This is an optimization exercise on Yosys and OpenROAD, whose aim is small area, not a production implementation.
Where RTL was checked, it was by simulation tests only, not by an equivalence proof against the original.
Power and IR drop assume default switching activity.

==> job 9320 <==
// updowncounter
module updowncounter(A0, A1, ncs, nwr, nrd, clk, rst, start, din, dout, dout_oe, err, cout, dir, ec);
==> module updowncounter, before the edit <==
module updowncounter(A0, A1, ncs, nwr, nrd, clk, rst, start, din, dout, dout_oe, err, cout, dir, ec);
	input ncs, nwr, nrd, A0, A1, clk, rst, start;
	input [7:0] din;
	output [7:0] dout;
	output dout_oe;
	output reg [7:0] cout;
	output reg dir;
	output err;
	output reg ec;
	reg [7:0] plr, ulr, llr, ccr, inc_cc;
	reg out1, start_pos_hold;
	function [8:0] inc9;             
		input [7:0] a;
		integer i;
		reg c;
		begin
			c = 1'b1;
			for (i = 0; i < 8; i = i + 1) begin
				inc9[i] = a[i] ^ c;
				c = c & a[i];
			end
			inc9[8] = c;
		end
	endfunction
	function [8:0] dec9;             
		input [7:0] a;
		integer i;
		reg b;
		begin
			b = 1'b1;
			for (i = 0; i < 8; i = i + 1) begin
				dec9[i] = a[i] ^ b;
				b = b & ~a[i];
			end
			dec9[8] = b;
		end
	endfunction
	function lt8;                    
		input [7:0] a, b;
		integer i;
		reg l;
		begin
			l = 1'b0;
			for (i = 0; i < 8; i = i + 1)
				l = (~a[i] & b[i]) | (~(a[i] ^ b[i]) & l);
			lt8 = l;
		end
	endfunction
	wire wr = ~ncs & ~nwr & nrd;
	wire [7:0] dz = din & {8{~rst}};
	wire [7:0] d1 = din | {8{rst}};
	always @(posedge clk) begin
		if (rst | (wr & ~A1 & ~A0)) plr <= dz;
		if (rst | (wr & ~A1 &  A0)) ulr <= d1;
		if (rst | (wr &  A1 & ~A0)) llr <= dz;
		if (rst | (wr &  A1 &  A0)) ccr <= dz;
	end
	assign dout_oe = ~ncs & nwr & ~nrd;
	assign dout = A0 ? (A1 ? ccr : llr) : (A1 ? ulr : plr);
	wire [8:0] cinc = inc9(cout);    
	wire [8:0] cdec = dec9(cout);    
	wire [8:0] iinc = inc9(inc_cc);
	wire pl_eq_ll = (plr == llr);
	wire pl_eq_ul = (plr == ulr);
	wire all_eq = pl_eq_ll & pl_eq_ul;
	wire all_zero = ~|{plr, llr, ulr};
	wire e3 = (cout == plr);                         
	wire e4 = ~cdec[8] & (cdec[7:0] == plr);         
	wire e5 = ~cinc[8] & (cinc[7:0] == plr);         
	wire e8 = ~cdec[8] & (cdec[7:0] == llr);         
	wire e9 = ~cinc[8] & (cinc[7:0] == ulr);         
	wire ccr_zero = ~|ccr;
	wire e10 = (ccr == inc_cc);
	wire last = ~iinc[8] & (iinc[7:0] == ccr);       
	assign err = lt8(plr, llr) | lt8(ulr, plr);
	wire start_posedge = start & ~out1;
	wire x = dir ? e5 : (pl_eq_ll & ((pl_eq_ul & e3) | e4));
	always @(posedge clk) begin
		if (rst) out1 <= 1'b0; else out1 <= start;
	end
	wire up = dir & (~start | pl_eq_ll);
	wire hold_eq = ~dir & ~start & all_eq;
	wire hold_ec = ec & e10 & ~up & ~(~dir & e3);
	wire cout_load = ~start_pos_hold & start;
	wire cout_step = start_pos_hold & ~(ccr_zero | hold_eq | hold_ec);
	wire [7:0] cstep = up ? cinc[7:0] : cdec[7:0];
	always @(posedge clk) begin
		if (rst | (~err & (cout_load | cout_step)))
			cout <= rst ? 8'h00 : (start_pos_hold ? cstep : plr);
	end
	always @(posedge clk) begin
		if (rst | err | ccr_zero | ec) start_pos_hold <= 1'b0;
		else if (last & ~dir & ~(all_eq & e3) & pl_eq_ul & e4) start_pos_hold <= 1'b1;
		else if (last & x) start_pos_hold <= 1'b0;
		else if (start_posedge) start_pos_hold <= 1'b1;
	end
	wire dir1_next = (all_eq & e3) | (~(pl_eq_ul & start) & ~e9 & (e8 | ~all_zero));
	wire dir0_next = e9 ? ((pl_eq_ll & e4) | (e3 & e8) | (pl_eq_ul & e8) | (pl_eq_ll & start))
	                    : ((pl_eq_ll & e4) | e8);
	always @(posedge clk) begin
		if (rst) dir <= 1'b1;
		else dir <= dir ? dir1_next : dir0_next;
	end
	always @(posedge clk) begin
		if (rst | ec | (start_pos_hold & x))
			inc_cc <= (rst | ec) ? 8'h00 : iinc[7:0];
	end
	always @(posedge clk) begin
		if (rst) ec <= 1'b0;
		else ec <= last & x;
	end
endmodule
clock: 5.0 ns
lec_check: 0
cap_margin: 0
core_margin: 2
core_utilization: 40
gpl_timing_driven: 0
slew_margin: 0
buffer_ports_args: -buffer_cell sky130_fd_sc_hd__buf_1
cts_args: -sink_clustering_enable -repair_clock_nets -dont_use_dummy_load
standard.sh (not shown) runs the stock make flow with config.mk's settings and CLKGATE_MAP_FILE= SYNTH_SCRIPT=/design/flow/synth_recipe.tcl, a recipe that flattens the netlist after the stock synthesis.
==> flow/flow/run.sh <==
#!/bin/bash
set -euo pipefail
H=$PWD
sed -e "s#SYNTH_SCRIPT=[^ ]*#SYNTH_SCRIPT=$H/flow/my_synth.tcl ADDER_MAP_FILE=#" standard.sh > my_standard.sh
echo "export BUFFER_PORTS_ARGS = -buffer_cell sky130_fd_sc_hd__buf_1" >> config.mk
if [[ -f flow/extra.mk ]]; then cat flow/extra.mk >> config.mk; fi
export MYABC=$H/flow/area.abc
bash my_standard.sh > make.log 2>&1
==> flow/flow/area.abc <==
strash
dch -f
amap
strash
dch -f
amap
topo
==> flow/flow/extra.mk <==
export CTS_ARGS = -sink_clustering_enable -repair_clock_nets -dont_use_dummy_load
==> flow/flow/my_synth.tcl <==
proc synth {args} { yosys synth -nofsm -noshare {*}$args }
proc abc {args} {
  if {[info exists ::env(MYABC)]} {
    set i [lsearch $args -script]
    set args [lreplace $args [expr {$i+1}] [expr {$i+1}] $::env(MYABC)]
    set j [lsearch $args -D]
    if {$j >= 0} { set args [lreplace $args $j [expr {$j+1}]] }
  }
  puts "MYABC: abc $args"
  yosys abc {*}$args
}
source $::env(SCRIPTS_DIR)/synth.tcl
# left out here: clear keep_hierarchy, flatten, clean up, hide names made inside functions, write 1_2_yosys.v
==> inputs of job 4590, as changes to job 9320 <==
--- a/flow/design.v
+++ b/flow/design.v
@@ -64,5 +64,5 @@
 	wire pl_eq_ul = (plr == ulr);
 	wire all_eq = pl_eq_ll & pl_eq_ul;
-	wire all_zero = ~|{plr, llr, ulr};
+	wire all_zero = ~|plr & all_eq;
 	wire e3 = (cout == plr);                         
 	wire e4 = ~cdec[8] & (cdec[7:0] == plr);         
@@ -85,7 +85,8 @@
 	wire cout_step = start_pos_hold & ~(ccr_zero | hold_eq | hold_ec);
 	wire [7:0] cstep = up ? cinc[7:0] : cdec[7:0];
+	wire cchg = ~err & (cout_load | cout_step);
 	always @(posedge clk) begin
-		if (rst | (~err & (cout_load | cout_step)))
-			cout <= rst ? 8'h00 : (start_pos_hold ? cstep : plr);
+		if (rst) cout <= 8'h00;
+		else cout <= (cout & ~{8{cchg}}) | ((start_pos_hold ? cstep : plr) & {8{cchg}});
 	end
 	always @(posedge clk) begin
@@ -103,6 +104,6 @@
 	end
 	always @(posedge clk) begin
-		if (rst | ec | (start_pos_hold & x))
-			inc_cc <= (rst | ec) ? 8'h00 : iinc[7:0];
+		if (rst | ec) inc_cc <= 8'h00;
+		else inc_cc <= inc_cc ^ (iinc[7:0] ^ inc_cc) & {8{start_pos_hold & x}};
 	end
 	always @(posedge clk) begin
==> flow/flow/area.abc (replaced) <==
strash
&get -n
&deepsyn -T 30
&put
dch -f
amap
topo
--- a/flow/config.mk
+++ b/flow/config.mk
@@ -8,5 +8,5 @@
 export CAP_MARGIN = 0
 export CORE_MARGIN = 2
-export CORE_UTILIZATION = 40
+export CORE_UTILIZATION = 60
 export GPL_TIMING_DRIVEN = 0
 export SLEW_MARGIN = 0
==> comparison table <==
item	job 4590	job 9320
Result of the run	finished clean	finished clean
Global Route met1 Usage	43.93%	32.00%
Clk cell area share	1.943%	1.868%
Share of total power in combinational logic	26.0%	24.3%
Post-Synthesis Mean Instance Area	7.768 µm²	8.219 µm²
Peak supply drop	0.1991 mV	0.1510 mV
Area fraction in and, or, nand and nor cells after synthesis	19.34%	18.21%
Reg power frac	52.1%	54.1%
Power drawn by the sequential cells	534 µW	575 µW
Area fraction in compound gates after synthesis	30.52%	28.13%
Period Utilization, post-route	90.17%	82.61%
Net total in the final layout	476	466
Synthesized cell area	0.003247 mm²	0.003353 mm²
R2R Path Start	plr[4]	cout[0]
Vias in the first global route	3126	3084
Final non-clock buffer share	3.710%	3.565%
Sequential share of cell area	38.45%	41.29%
Via Count	3458	3300
Top-area cell type share of the netlist area	29.60%	42.99%
Worst slew pin tran	1.282 ns	1.323 ns
Wirelength per Cell	18.27 µm	17.89 µm
Post-layout total power	1.025 mW	1.064 mW
HPWL after detailed placement	7593 µm	7509 µm
Only the layout flow was run in job 4590; the RTL was not checked for function there.

==> port drivers added, routing unchanged <==
The flow's constraints put no driver on any port. The routed layouts listed below were extracted and timed again, unchanged, in two steps.
Step 1: set_driving_cell puts a clkbuf_16 on clk and a buf_2 on each other input, an assumption about the parent block.
Step 2 times the ports against the registers' clock, not the clock port: input delays grow and output delays shrink by t, the midpoint of the rising clock arrivals with the driver on.
a / b / c = ideal ports / drivers / drivers and shift; a / b = the first two.
run | t (ns) | setup WS [ns] | worst register clock-pin slew, ns | cell pins on the clock port's net
job 9320 | 0.332 | 0.869 / 0.869 / 0.869 | 0.11 / 0.11 | 1
job 4590 | 0.333 | 0.492 / 0.492 / 0.492 | 0.10 / 0.10 | 1
After both steps every run listed still meets setup and hold.
